What follows belongs to an exercise in optimizing a design on an open flow for small area; a production flow would make more cautious choices. Where RTL was checked, it was by simulation tests only, not by an equivalence proof against the original. Only the layout flow was run in run 2; the RTL was not checked for function there.

## flow/design.v (module list and top-level ports; edited modules follow where they fit)
// module cordic_rotation_top: 5382 lines
module cordic_rotation_top(
    input clk, input nreset, input enable,
    input signed [15:0] x_vec_in, input signed [15:0] y_vec_in,
    input [19:0] target_angle,
    output wire signed [15:0] x_vec_out, output wire signed [15:0] y_vec_out,
    output reg done);
  // ...
==> flow/flow/run.sh <==
#!/bin/bash
# Own layout flow: the standard ORFS flow, with one change in synthesis: the ABC
# technology-mapping script (flow/abc_area.script) maps the combinational logic for area
# instead of ORFS's default script. Everything else (registers, flattening, renaming,
# floorplan, placement, CTS, routing) is the standard flow via standard.sh.
set -euo pipefail
W="$(pwd)"
# synthesis script: synth_recipe.tcl with the abc command redirected to our mapping script
{
  head -n 1 synth_recipe.tcl
  cat <<TCL
proc abc {args} {
  set i [lsearch -exact \$args -script]
  if {\$i >= 0} { lset args [expr {\$i+1}] {$W/flow/abc_area.script} }
  yosys abc {*}\$args
}
TCL
  tail -n +2 synth_recipe.tcl
} > "$W/own_synth.tcl"
bash standard.sh SYNTH_SCRIPT="$W/own_synth.tcl" finish > "$W/flow_make.log" 2>&1
==> flow/flow/abc_area.script <==
strash
dch
amap
topo
stime -c
buffer -c
upsize -c
dnsize -c
==> flow/standard.sh <==
#!/bin/bash
# synth_recipe.tcl (not shown) runs the flow's synth.tcl, then flattens the netlist and writes it again
# the make line also repeats each setting of config.mk as NAME=value (left out here)
make -C /OpenROAD-flow-scripts/flow DESIGN_CONFIG=/design/flow/config.mk WORK_HOME=/design/flow/orfs CLKGATE_MAP_FILE= SYNTH_SCRIPT=/design/flow/synth_recipe.tcl "${@:-finish}"
==> flow/config.mk <==
export PLATFORM = sky130hd
export DESIGN_NAME = cordic_rotation_top
export DESIGN_NICKNAME = cordic_rotation_top
export VERILOG_FILES = /design/flow/design.v
export SDC_FILE = /design/flow/constraint.sdc
export NUM_CORES = 4
export LEC_CHECK = 0
export ABC_AREA = 1
export CAP_MARGIN = 20
export CORE_MARGIN = 2
export CORE_UTILIZATION = 40
export CTS_CLUSTER_DIAMETER = 100
export CTS_CLUSTER_SIZE = 34
export GPL_TIMING_DRIVEN = 0
export PLACE_DENSITY = 0.6
export SLEW_MARGIN = 20
==> flow/constraint.sdc <==
create_clock -name core_clock -period 6.0 [get_ports {clk}]
set_input_delay 1.2000 -clock core_clock [delete_from_list [all_inputs] [get_ports {clk}]]
set_output_delay 1.2000 -clock core_clock [all_outputs]
set_load 0.01 [all_outputs]
==> flow_summary.yaml, run 1 <==
sta:
  fin_setup_tns_ns: -9.077
  period_share_pct: 115.6
  setup_violations: 18
  final.setup.worst_slack_ns: -0.9346
synth:
  ys_async_sr_fraction_pct: 0
  syn_inst: 3966
  synthSimpleGateAreaFrac_pct: 17.52
  synth_top_area_share_pct: 25.14
  yosysMostFrequentCell: "nor2_1"
  synth_area_sq_mm: 0.02922
  synth_mux_area_share_pct: 0
place:
  place_hpwl_mm: 55.81
  io_buffer_count: 87
  place_inst: 5012
final_layout:
  layout_common_cells: "nor2_1, inv_1, a21oi_1"
  largestClassByArea: "multi-input combinational cells"
  final_common_cell: "nor2_1"
worst_setup_path:
  max_stage_delay_ns: 0.45
  r2r-start: "dd14_p8$_DFF_P_"
min_path:
  hold-path-endpoint: "q10_p5[0]$_DFF_P_"
floorplanning:
  core_sq_mm: 0.07259
  die-height_microns: 274.3
clock_network:
  clkLatencyLatePin_ns: 0.58
  cts_resized: 300
detailed_routing:
  wl_met3_mm: 1.939
grt:
  grt_pass1_vias: 24590
  met2_usage_pct: 33.46
  grt.met3_usage_pct: 1.366
job:
  maxCapViolations: 0
run_status:
  so.violations: "setup timing"
  status: "finished with violations"
==> run 2: changes to the inputs <==
--- a/flow/design.v
+++ b/flow/design.v
@@ -1591,59 +1591,27 @@
     wire [10:0] y11_ao;
     wire [10:0] y11_oo;
     wire [9:0] y11_hc;
     wire [15:0] y11;
     reg [0:0] dd11_p6;
     wire [4:0] x12_op;
     wire [5:0] x12_la;
     wire [5:0] x12_lb;
-    wire [5:0] x12_lo_p;
-    wire [5:0] x12_lo_g;
-    wire [0:0] x12_lo_g0c;
-    wire [0:0] x12_lo_G1;
-    wire [0:0] x12_lo_P1;
-    wire [0:0] x12_lo_G2;
-    wire [0:0] x12_lo_P2;
-    wire [0:0] x12_lo_G3;
-    wire [0:0] x12_lo_P3;
-    wire [0:0] x12_lo_G4;
-    wire [0:0] x12_lo_P4;
-    wire [0:0] x12_lo_G5;
-    wire [0:0] x12_lo_P5;
-    wire [0:0] x12_lo_G6;
-    wire [0:0] x12_lo_P6;
-    wire [0:0] x12_lo_G7;
-    wire [0:0] x12_lo_P7;
+    wire [6:0] x12_lo_c;
     wire [5:0] x12_lo;
     wire [10:0] x12_hi;
     wire [11:0] x12_ao;
     wire [11:0] x12_oo;
     wire [10:0] x12_hc;
     wire [15:0] x12;
     wire [4:0] y12_op;
     wire [5:0] y12_la;
     wire [5:0] y12_lb;
-    wire [5:0] y12_lo_p;
-    wire [5:0] y12_lo_g;
-    wire [0:0] y12_lo_g0c;
-    wire [0:0] y12_lo_G1;
-    wire [0:0] y12_lo_P1;
-    wire [0:0] y12_lo_G2;
-    wire [0:0] y12_lo_P2;
-    wire [0:0] y12_lo_G3;
-    wire [0:0] y12_lo_P3;
-    wire [0:0] y12_lo_G4;
-    wire [0:0] y12_lo_P4;
-    wire [0:0] y12_lo_G5;
-    wire [0:0] y12_lo_P5;
-    wire [0:0] y12_lo_G6;
-    wire [0:0] y12_lo_P6;
-    wire [0:0] y12_lo_G7;
-    wire [0:0] y12_lo_P7;
+    wire [6:0] y12_lo_c;
     wire [5:0] y12_lo;
     wire [10:0] y12_hi;
     wire [11:0] y12_ao;
     wire [11:0] y12_oo;
     wire [10:0] y12_hc;
     wire [15:0] y12;
     reg [15:0] x12_p7;
     reg [15:0] y12_p7;
@@ -4351,39 +4319,22 @@
     assign y11_hc[7] = y11_op[5] ? (y11_lo[6] | y11_oo[7]) : (y11_lo[6] & y11_ao[7]);
     assign y11_hc[8] = y11_op[5] ? (y11_lo[6] | y11_oo[8]) : (y11_lo[6] & y11_ao[8]);
     assign y11_hc[9] = y11_op[5] ? (y11_lo[6] | y11_oo[9]) : (y11_lo[6] & y11_ao[9]);
     assign y11_hi = y10_p6[15:6] ^ {10{y11_op[5]}} ^ y11_hc;
     assign y11 = {y11_hi,y11_lo[5:0]};
     assign x12_op = y11[15:11] ^ {5{~dd11_p6}};
     assign x12_la = {1'b0,x11[4:0]};
     assign x12_lb = {1'b0,x12_op};
-    assign x12_lo_p = x12_la ^ x12_lb;
-    assign x12_lo_g = x12_la & x12_lb;
-    assign x12_lo_g0c = x12_lo_g[0] | (x12_lo_p[0] & ~dd11_p6);
-    assign x12_lo_G1 = x12_lo_g[1] | (x12_lo_p[1] & x12_lo_g0c);
-    assign x12_lo_P1 = x12_lo_p[1] & x12_lo_p[0];
-    assign x12_lo_G2 = x12_lo_g[3] | (x12_lo_p[3] & x12_lo_g[2]);
-    assign x12_lo_P2 = x12_lo_p[3] & x12_lo_p[2];
-    assign x12_lo_G3 = x12_lo_g[5] | (x12_lo_p[5] & x12_lo_g[4]);
-    assign x12_lo_P3 = x12_lo_p[5] & x12_lo_p[4];
-    assign x12_lo_G4 = x12_lo_g[2] | (x12_lo_p[2] & x12_lo_G1);
-    assign x12_lo_P4 = x12_lo_p[2] & x12_lo_P1;
-    assign x12_lo_G5 = x12_lo_G2 | (x12_lo_P2 & x12_lo_G1);
-    assign x12_lo_P5 = x12_lo_P2 & x12_lo_P1;
-    assign x12_lo_G6 = x12_lo_g[4] | (x12_lo_p[4] & x12_lo_G5);
-    assign x12_lo_P6 = x12_lo_p[4] & x12_lo_P5;
-    assign x12_lo_G7 = x12_lo_G3 | (x12_lo_P3 & x12_lo_G5);
-    assign x12_lo_P7 = x12_lo_P3 & x12_lo_P5;
-    assign x12_lo[0] = x12_lo_p[0] ^ ~dd11_p6;
-    assign x12_lo[1] = x12_lo_p[1] ^ x12_lo_g0c;
-    assign x12_lo[2] = x12_lo_p[2] ^ x12_lo_G1;
-    assign x12_lo[3] = x12_lo_p[3] ^ x12_lo_G4;
-    assign x12_lo[4] = x12_lo_p[4] ^ x12_lo_G5;
-    assign x12_lo[5] = x12_lo_p[5] ^ x12_lo_G6;
+    assign x12_lo_c[0] = ~dd11_p6;
+    genvar x12_lo_i;
+    for (x12_lo_i=0;x12_lo_i<6;x12_lo_i=x12_lo_i+1) begin : x12_lo_g
+        assign x12_lo[x12_lo_i] = x12_la[x12_lo_i] ^ x12_lb[x12_lo_i] ^ x12_lo_c[x12_lo_i];
+        assign x12_lo_c[x12_lo_i+1] = (x12_la[x12_lo_i] & x12_lb[x12_lo_i]) | (x12_la[x12_lo_i] & x12_lo_c[x12_lo_i]) | (x12_lb[x12_lo_i] & x12_lo_c[x12_lo_i]);
+    end
     assign x12_ao[0] = 1'b1;
     assign x12_oo[0] = 1'b0;
     assign x12_ao[1] = x12_ao[0] & x11[5];
     assign x12_oo[1] = x12_oo[0] | x11[5];
     assign x12_ao[2] = x12_ao[1] & x11[6];
     assign x12_oo[2] = x12_oo[1] | x11[6];
     assign x12_ao[3] = x12_ao[2] & x11[7];
     assign x12_oo[3] = x12_oo[2] | x11[7];
@@ -4414,39 +4365,22 @@
     assign x12_hc[8] = x12_op[4] ? (x12_lo[5] | x12_oo[8]) : (x12_lo[5] & x12_ao[8]);
     assign x12_hc[9] = x12_op[4] ? (x12_lo[5] | x12_oo[9]) : (x12_lo[5] & x12_ao[9]);
     assign x12_hc[10] = x12_op[4] ? (x12_lo[5] | x12_oo[10]) : (x12_lo[5] & x12_ao[10]);
     assign x12_hi = x11[15:5] ^ {11{x12_op[4]}} ^ x12_hc;
     assign x12 = {x12_hi,x12_lo[4:0]};
     assign y12_op = x11[15:11] ^ {5{dd11_p6}};
     assign y12_la = {1'b0,y11[4:0]};
     assign y12_lb = {1'b0,y12_op};
-    assign y12_lo_p = y12_la ^ y12_lb;
-    assign y12_lo_g = y12_la & y12_lb;
-    assign y12_lo_g0c = y12_lo_g[0] | (y12_lo_p[0] & dd11_p6);
-    assign y12_lo_G1 = y12_lo_g[1] | (y12_lo_p[1] & y12_lo_g0c);
-    assign y12_lo_P1 = y12_lo_p[1] & y12_lo_p[0];
-    assign y12_lo_G2 = y12_lo_g[3] | (y12_lo_p[3] & y12_lo_g[2]);
-    assign y12_lo_P2 = y12_lo_p[3] & y12_lo_p[2];
-    assign y12_lo_G3 = y12_lo_g[5] | (y12_lo_p[5] & y12_lo_g[4]);
-    assign y12_lo_P3 = y12_lo_p[5] & y12_lo_p[4];
-    assign y12_lo_G4 = y12_lo_g[2] | (y12_lo_p[2] & y12_lo_G1);
-    assign y12_lo_P4 = y12_lo_p[2] & y12_lo_P1;
-    assign y12_lo_G5 = y12_lo_G2 | (y12_lo_P2 & y12_lo_G1);
-    assign y12_lo_P5 = y12_lo_P2 & y12_lo_P1;
-    assign y12_lo_G6 = y12_lo_g[4] | (y12_lo_p[4] & y12_lo_G5);
-    assign y12_lo_P6 = y12_lo_p[4] & y12_lo_P5;
-    assign y12_lo_G7 = y12_lo_G3 | (y12_lo_P3 & y12_lo_G5);
-    assign y12_lo_P7 = y12_lo_P3 & y12_lo_P5;
-    assign y12_lo[0] = y12_lo_p[0] ^ dd11_p6;
-    assign y12_lo[1] = y12_lo_p[1] ^ y12_lo_g0c;
-    assign y12_lo[2] = y12_lo_p[2] ^ y12_lo_G1;
-    assign y12_lo[3] = y12_lo_p[3] ^ y12_lo_G4;
-    assign y12_lo[4] = y12_lo_p[4] ^ y12_lo_G5;
-    assign y12_lo[5] = y12_lo_p[5] ^ y12_lo_G6;
+    assign y12_lo_c[0] = dd11_p6;
+    genvar y12_lo_i;
+    for (y12_lo_i=0;y12_lo_i<6;y12_lo_i=y12_lo_i+1) begin : y12_lo_g
+        assign y12_lo[y12_lo_i] = y12_la[y12_lo_i] ^ y12_lb[y12_lo_i] ^ y12_lo_c[y12_lo_i];
+        assign y12_lo_c[y12_lo_i+1] = (y12_la[y12_lo_i] & y12_lb[y12_lo_i]) | (y12_la[y12_lo_i] & y12_lo_c[y12_lo_i]) | (y12_lb[y12_lo_i] & y12_lo_c[y12_lo_i]);
+    end
     assign y12_ao[0] = 1'b1;
     assign y12_oo[0] = 1'b0;
     assign y12_ao[1] = y12_ao[0] & y11[5];
     assign y12_oo[1] = y12_oo[0] | y11[5];
     assign y12_ao[2] = y12_ao[1] & y11[6];
     assign y12_oo[2] = y12_oo[1] | y11[6];
     assign y12_ao[3] = y12_ao[2] & y11[7];
     assign y12_oo[3] = y12_oo[2] | y11[7];
==> flow/run.sh (new file) <==
#!/bin/bash
# synth_recipe.tcl (not shown) runs the flow's synth.tcl, then flattens the netlist and writes it again
# the make line also repeats each setting of config.mk as NAME=value (left out here)
make -C /OpenROAD-flow-scripts/flow DESIGN_CONFIG=/design/flow/config.mk WORK_HOME=/design/flow/orfs CLKGATE_MAP_FILE= SYNTH_SCRIPT=/design/flow/synth_recipe.tcl finish
removed: flow/flow/run.sh
removed: flow/flow/abc_area.script
removed: flow/standard.sh
==> run 2 against run 1 <==
The run now finishes clean. Synthesized cell count shrank 2.3%. Highest routed layer unchanged. Global-route usage down 3.3 points. First-iteration DRC count fell by 41%. Fmax increased by 21%.
==> flow_summary.yaml, run 2 <==
run_status:
  status: "no timing/DRC/antenna violations"
final_layout:
  diodes: 0
  final_common_cell: "nand2_1"
  syn2layout_area_growth_pct: 13.90
  finish.utilization_pct: 45.84
  layout_common_cells: "nand2_1, inv_1, xor2_1"
  final_nets: 4585
  drive_gt1_share_pct: 9.333
synth:
  synth_seq_area_share_pct: 23.65
  synthSimpleGateAreaFrac_pct: 15.52
  synth_common_cells: "nand2_1, inv_1, xor2_1"
  synth_top_family_by_area: "adder cells"
  synthTopCellsByArea: "dfxtp_1, xor2_1, ha_1, fa_1, nand2_1"
  synth_compound_area_share_pct: 7.896
  yosys_warnings: 1
  synthAdderAreaFrac_pct: 23.40
  yosysTopAreaCell: "dfxtp_1"
  synth_area_sq_mm: 0.03107
  synth_edf_count: 0
  ys_ff_latch: 367
  syn_inst: 3873
  synth_xor_xnor_area_share_pct: 21.05
  synth_top_area_share_pct: 23.65
  yosysMostFrequentCell: "nand2_1"
  synth_mux_area_share_pct: 0.1329
  synth_fp_nets: 4422
  synth.distinct_cells: 56
  synth_ff_type: "dfxtp_1"
  avgSynthCellArea_sq_um: 8.023
  ys_async_sr_fraction_pct: 0
worst_setup_path:
  cp.required_ns: 6.49
  max_stage_delay_ns: 0.43
  critPathKind: "register to register"
  start_kind: "register"
  r2r_slack_ns: 0.27
  rr_worst_depth: 36
  slowest_stage: "fa_2"
  cp_max_fo: 8
  end_kind: "register"
  critPathMostFrequentCell: "nor2_4"
  crit_arrival_ns: 6.22
clock_network:
  cts.clk_slew.worst_paths_ns: 0.11
  cts_tree: "built"
  clkLatencyLatePin_ns: 0.58
  cts.hold.buffers_added: 0
  clock_path_buffers: 3
  clock-root-buffer: "clkbuf_16"
  cts_inserted_buffers: 21
  cts.sinks: 367
  ctsHtreeMaxLevel: 1
detailed_routing:
  antenna_left: 0
  wl_per_cell_microns: 11.73
  routed-via-count: 23220
  drt-vias-per-instance: 4.561
  drt_first_iter_violations: 722
  drtPass1Iterations: 5
  drc: 0
  drt_wl_total_mm: 59.68
sta:
  final.setup.worst_slack_ns: 0.2740
  worstMarginPinSlew_ns: 0.7740
  rsz0062_at_grt: "yes"
  skew_ns: 0.02330
  fmax_ghz: 0.1746
  relSlewSlack_pct: 48.22
  drv_slew: 0
  holdWs_ns: 0.3389
  period_share_pct: 95.43
  setup_violations: 0
  fin_crit_ns: 5.726
  final-hold-violation-count: 0
  fin_setup_tns_ns: 0
floorplanning:
  die-height_microns: 282.7
  dieArea_sq_mm: 0.07992
  num_rows: 102
  io_pins: 88
  die_x_microns: 282.7
  start_util_pct: 40.24
  core_sq_mm: 0.07721
place:
  pre_cts_slack_ns: -1.115
  place.gp.congestion: 0.8657
  io_buffer_count: 85
  place_hpwl_mm: 49.15
job:
  maxCapViolations: 0
grt:
  grt_max_degree: 35
  grt_use_total_pct: 15.16
  grt_pass1_wl_mm: 102.4
  grt_overflow_total: 0
  antenna_found_initial: 0
  grt_pass1_vias: 22520
min_path:
  whs_path_depth: 0
  hold_path_class: "register to register"
-- run 2: worst max-delay path: cells and delay by family (launching register included) --
family,cells,cell delay (ns)
XOR/XNOR,2,0.40
AO/OA/AOI/OAI,3,0.34
AND/OR/NAND/NOR,18,2.14
buffers and inverters,8,0.59
adder cells (fa/ha/maj),5,1.81
flip-flops,1,0.35
-- run 2: area by class of cell --
type | count | area [sq um]
Tap cell | 1040 | 1301
Buffer | 43 | 266.5
Timing Repair Buffer | 145 | 1321
Inverter | 637 | 2401
Clock buffer | 21 | 525.5
Fill cell | 7581 | 41820
Sequential cell | 367 | 7373
Clock inverter | 16 | 246.5
Multi-Input combinational cell | 2821 | 21960
-- run 2: final timing paths --
| kind | from | endpoint |
|---|---|---|
| setup / recovery | dd12_p7$_DFF_P_ | x14_p8[14]$_DFF_P_ |
| hold / removal | q8_p4[0]$_DFF_P_ | q10_p5[0]$_DFF_P_ |
| setup reg to reg | dd12_p7$_DFF_P_ | x14_p8[14]$_DFF_P_ |
| hold reg to reg | q8_p4[0]$_DFF_P_ | q10_p5[0]$_DFF_P_ |
-- run 2: stage by stage --
step | area (sq um) | cells
after detailed placement | 33230 | 4998
after global placement | 33220 | 4998
after global routing | 35390 | 5090
after floorplan | 31070 | 3873
final | 35390 | 5090
after CTS | 34400 | 5055
-- run 2: cells by family (layout without fill, tap and decap cells) --
logic type,Yosys count,in the layout
adder cells (fa/ha/maj),494,494
AO/OA/AOI/OAI,430,430
flip-flops,367,367
XOR/XNOR,746,746
AND/OR/NAND/NOR,1147,1147
multiplexers,4,4
buffers and inverters,685,862
-- run 2: repair_timing --
action                                  CTS  global route
pin swaps                                18            64
endpoints found under the setup margin   76            92
gates resized for setup                  81           203
buffers inserted                         23            37
-- run 2: routing by layer --
metal  track usage (%)  up-vias  wire length, microns
met5                 0        -                     0
met4             3.378        0                  1309
met3             1.342       68                  1286
met2             28.81      227                 30540
met1             18.35    10500                 26550
li1                  -    12420                     -

## re-timing with driven ports
No port has a modelled driver above. Below, the same layouts with a new extraction and two added sets of constraints.
Step 1 assumes that a clkbuf_16 drives the clock port and a buf_2 every other input.
Step 2 adds t to the input delays and takes it off the output delays; t is the mean of the earliest and latest rising clock arrival at the registers after step 1. Input paths then give back, and output paths get back, about the clock's delay inside the block.
Three values: ideal ports, drivers, drivers and shift; two values: the first two.
run	t, ns	setup slack, ns	clock arrival spread, ns	worst register clock-pin slew, ns
run 1	0.625	-0.935 / -0.934 / -1.559	0.038 / 0.038	0.12 / 0.12
run 2	0.623	0.274 / 0.274 / -0.238	0.033 / 0.033	0.12 / 0.12
With both steps, setup timing fails in run 2, where it was met with ideal ports. The setup slack of run 1, which loses most, moves by +0.001 ns with the drivers and by -0.624 ns with both steps.
